This is an optimization exercise on Yosys and OpenROAD, whose aim is a short achievable clock period and few clock cycles, not a production implementation.
In this exercise RTL edits were held to simulation tests only and were not proved equivalent to the original.
Power and IR drop assume default switching activity.

## red
==> flow/design.v (excerpt) <==
module lc_3b_processor(clk,reset,mem_addr,mem_rdata,mem_wdata,mem_we,halt);
Size in the first run: roughly 3800 cells after synthesis, ~1000 flip-flops, ~47000 µm² of cells after synthesis.
clock: 8.0 ns
lec_check: 0
cap_margin: 20
core_margin: 2
core_utilization: 35
place_density: 0.65
setup_slack_margin: 5
slew_margin: 20
tns_end_percent: 30
standard.sh (not shown) runs the stock make flow with config.mk's settings and CLKGATE_MAP_FILE= SYNTH_SCRIPT=/design/flow/synth_recipe.tcl, a recipe that flattens the netlist after the stock synthesis.
==> flow/flow/run.sh <==
#!/bin/bash
# The standard layout (the standard.sh: ORFS synthesis through finish), with
# one change: the buffers that ORFS puts on every input and output port are
# sky130_fd_sc_hd__buf_8 instead of the slow delay buffer buffer_ports picks by
# default, which footprint-matched resizing can then not replace.
set -euo pipefail
bash standard.sh BUFFER_PORTS_ARGS="-buffer_cell sky130_fd_sc_hd__buf_8" finish > flow_make.log 2>&1
red finished every stage and its layout cleared the timing, design-rule and antenna checks.
Testbench counts of red, summed over its fixed seeds: cycles 82,386.
Inputs modified between red and orange:
Settings: changing TNS_END_PERCENT from 30 to 10; removing PLACE_DENSITY (formerly 0.65); changing CORE_UTILIZATION from 35 to 40.
## What came out
- Re proportion of power drawn by flip-flops and latches: orange and red aren't equal, and the higher value belongs to red.
- Summary of the comparison: slack of the critical path is higher in orange, relative to red.
- Comparing orange and red, total power consumption of the routed design is higher on orange.
- Cmp orange vs red: met2 global-route usage higher in orange
- orange finished every step from synthesis to the final layout, and the layout passed the timing, design-rule and antenna checks.
- On orange: transition at the pin with the smallest max-transition slack is 18 ps lower than what red gave.
- Finished layout cell area delta for orange relative to red: 210 µm² lower

* * *

lc_3b_processor, a different RTL version from the one above (not shown whole).
For scale: ~4,000 cells after synthesis, about 950 flip-flops, about 46,000 um^2 of cells after synthesis.
// lc_3b_processor
module lc_3b_processor(clk,reset,mem_addr,mem_rdata,mem_wdata,mem_we,halt);
Settings: LEC_CHECK=0, CAP_MARGIN=20, CORE_MARGIN=2, CORE_UTILIZATION=55, PLACE_DENSITY=0.7, SETUP_SLACK_MARGIN=4.7, SLEW_MARGIN=20, TNS_END_PERCENT=10; clock period 8.0 ns.
run.sh (not shown) runs the stock make flow with config.mk's settings and CLKGATE_MAP_FILE= SYNTH_SCRIPT=/design/flow/synth_recipe.tcl, a recipe that flattens the netlist after the stock synthesis.
Stock flow here: none of the scripts above is used.
Testbench counts at the start, summed over its fixed seeds: cycles 82,386.
Rerun with:
==> flow/flow/run.sh (new file) <==
#!/bin/bash
# The standard layout (the standard.sh: ORFS synthesis through finish), with
# one change: the buffers that ORFS puts on every input and output port are
# sky130_fd_sc_hd__buf_8 instead of the slow delay buffer buffer_ports picks by
# default, which footprint-matched resizing can then not replace.
set -euo pipefail
bash standard.sh BUFFER_PORTS_ARGS="-buffer_cell sky130_fd_sc_hd__buf_8" finish > flow_make.log 2>&1
==> flow/standard.sh (new file) <==
#!/bin/bash
# synth_recipe.tcl (not shown) runs the flow's synth.tcl, then flattens the netlist and writes it again
# the make line also repeats each setting of config.mk as NAME=value (left out here)
make -C /OpenROAD-flow-scripts/flow DESIGN_CONFIG=/design/flow/config.mk WORK_HOME=/design/flow/orfs CLKGATE_MAP_FILE= SYNTH_SCRIPT=/design/flow/synth_recipe.tcl "${@:-finish}"
--- a/flow/config.mk
+++ b/flow/config.mk
@@ -10,3 +10,2 @@
-export CORE_UTILIZATION = 55
-export PLACE_DENSITY = 0.7
-export SETUP_SLACK_MARGIN = 4.7
+export CORE_UTILIZATION = 40
+export SETUP_SLACK_MARGIN = 5
removed: flow/run.sh
The changed run went through all stages and came out clean; global-route usage decreases by 8.9 points; setup slack gets better by 350 ps; routed wire length is higher by 5.1%; hold slack improved by 28 ps; sequential power is about the same; final area rose by 3.5%; clock skew rises by 21 ps.

* * *

lc_3b_processor, a different RTL version from the one above (not shown whole).
Size: about 4200 cells after synthesis, ~1000 flip-flops, roughly 53 I/O pins.
clock: 8.0 ns
lec_check: 0
cap_margin: 20
core_margin: 2
core_utilization: 40
setup_slack_margin: 4.85
slew_margin: 20
tns_end_percent: 100
standard.sh (not shown) runs the stock make flow with config.mk's settings and CLKGATE_MAP_FILE= SYNTH_SCRIPT=/design/flow/synth_recipe.tcl, a recipe that flattens the netlist after the stock synthesis.
==> flow/flow/run.sh <==
#!/bin/bash
# The standard layout (the standard.sh: ORFS synthesis through finish), with
# one change: the buffers that ORFS puts on every input and output port are
# sky130_fd_sc_hd__buf_8 instead of the slow delay buffer buffer_ports picks by
# default, which footprint-matched resizing can then not replace.
set -euo pipefail
bash standard.sh BUFFER_PORTS_ARGS="-buffer_cell sky130_fd_sc_hd__buf_8" finish > flow_make.log 2>&1
Testbench counts at the start, summed over its fixed seeds: cycles 81,701.
Edit:
SETUP_SLACK_MARGIN = 5   (was 4.85)
TNS_END_PERCENT = 10   (was 100)
Core utilization is lower by 0.11 points.
Worst hold slack hardly moves.
Worst setup slack improves by 0.029 ns.
Synthesized cell count does not change.
Sequential share of layout area came out higher by 0.13 points.
Global-route usage came out lower by 0.20 points.
Register-to-register slack improved by 0.08 ns.
Clock-buffer cell count goes up by 2.
Sequential power is about the same.

## static timing again, ports no longer ideal
How much do the figures lean on ideal ports? The routed layouts below were timed once more, with nothing changed but the port constraints.
Step 1 (the two cells are an assumption about what drives the block):
set clk [get_ports {clk}]
set_driving_cell -lib_cell sky130_fd_sc_hd__clkbuf_16 $clk
set_driving_cell -lib_cell sky130_fd_sc_hd__buf_2 [delete_from_list [all_inputs] $clk]
Step 2 also shifts input and output timing later by t, the mid clock arrival at the registers, as if the neighbouring blocks saw the same clock.
Three values: no drivers, after step 1, after step 2; two values: the first two.
| run | shift t [ns] | setup WS [ns] | hold slack, ns | latest minus earliest clock arrival (ns) | worst data-port slew with drivers (ns) |
|---|---|---|---|---|---|
| red | 0.790 | 4.393 / 4.393 / 4.349 | 0.312 / 0.312 / 0.312 | 0.035 / 0.035 | 0.07 |
| orange | 0.781 | 4.551 / 4.551 / 4.124 | 0.327 / 0.327 / 0.327 | 0.049 / 0.048 | 0.07 |
| the first run of note 2 | 0.760 | 4.414 / 4.368 / 3.929 | 0.296 / 0.296 / 0.296 | 0.056 / 0.057 | 0.05 |
| the second run of note 2 | 0.770 | 4.761 / 4.761 / 4.391 | 0.324 / 0.324 / 0.324 | 0.077 / 0.077 | 0.16 |
| the first run of note 3 | 0.790 | 4.714 / 4.714 / 4.425 | 0.324 / 0.324 / 0.324 | 0.045 / 0.045 | 0.06 |
| the second run of note 3 | 0.768 | 4.743 / 4.675 / 4.620 | 0.327 / 0.327 / 0.327 | 0.040 / 0.040 | 0.06 |
After both steps every run listed still meets setup and hold. For the first run of note 2, which loses most, drivers alone change the setup slack by -0.046 ns; drivers and shift together by -0.485 ns.
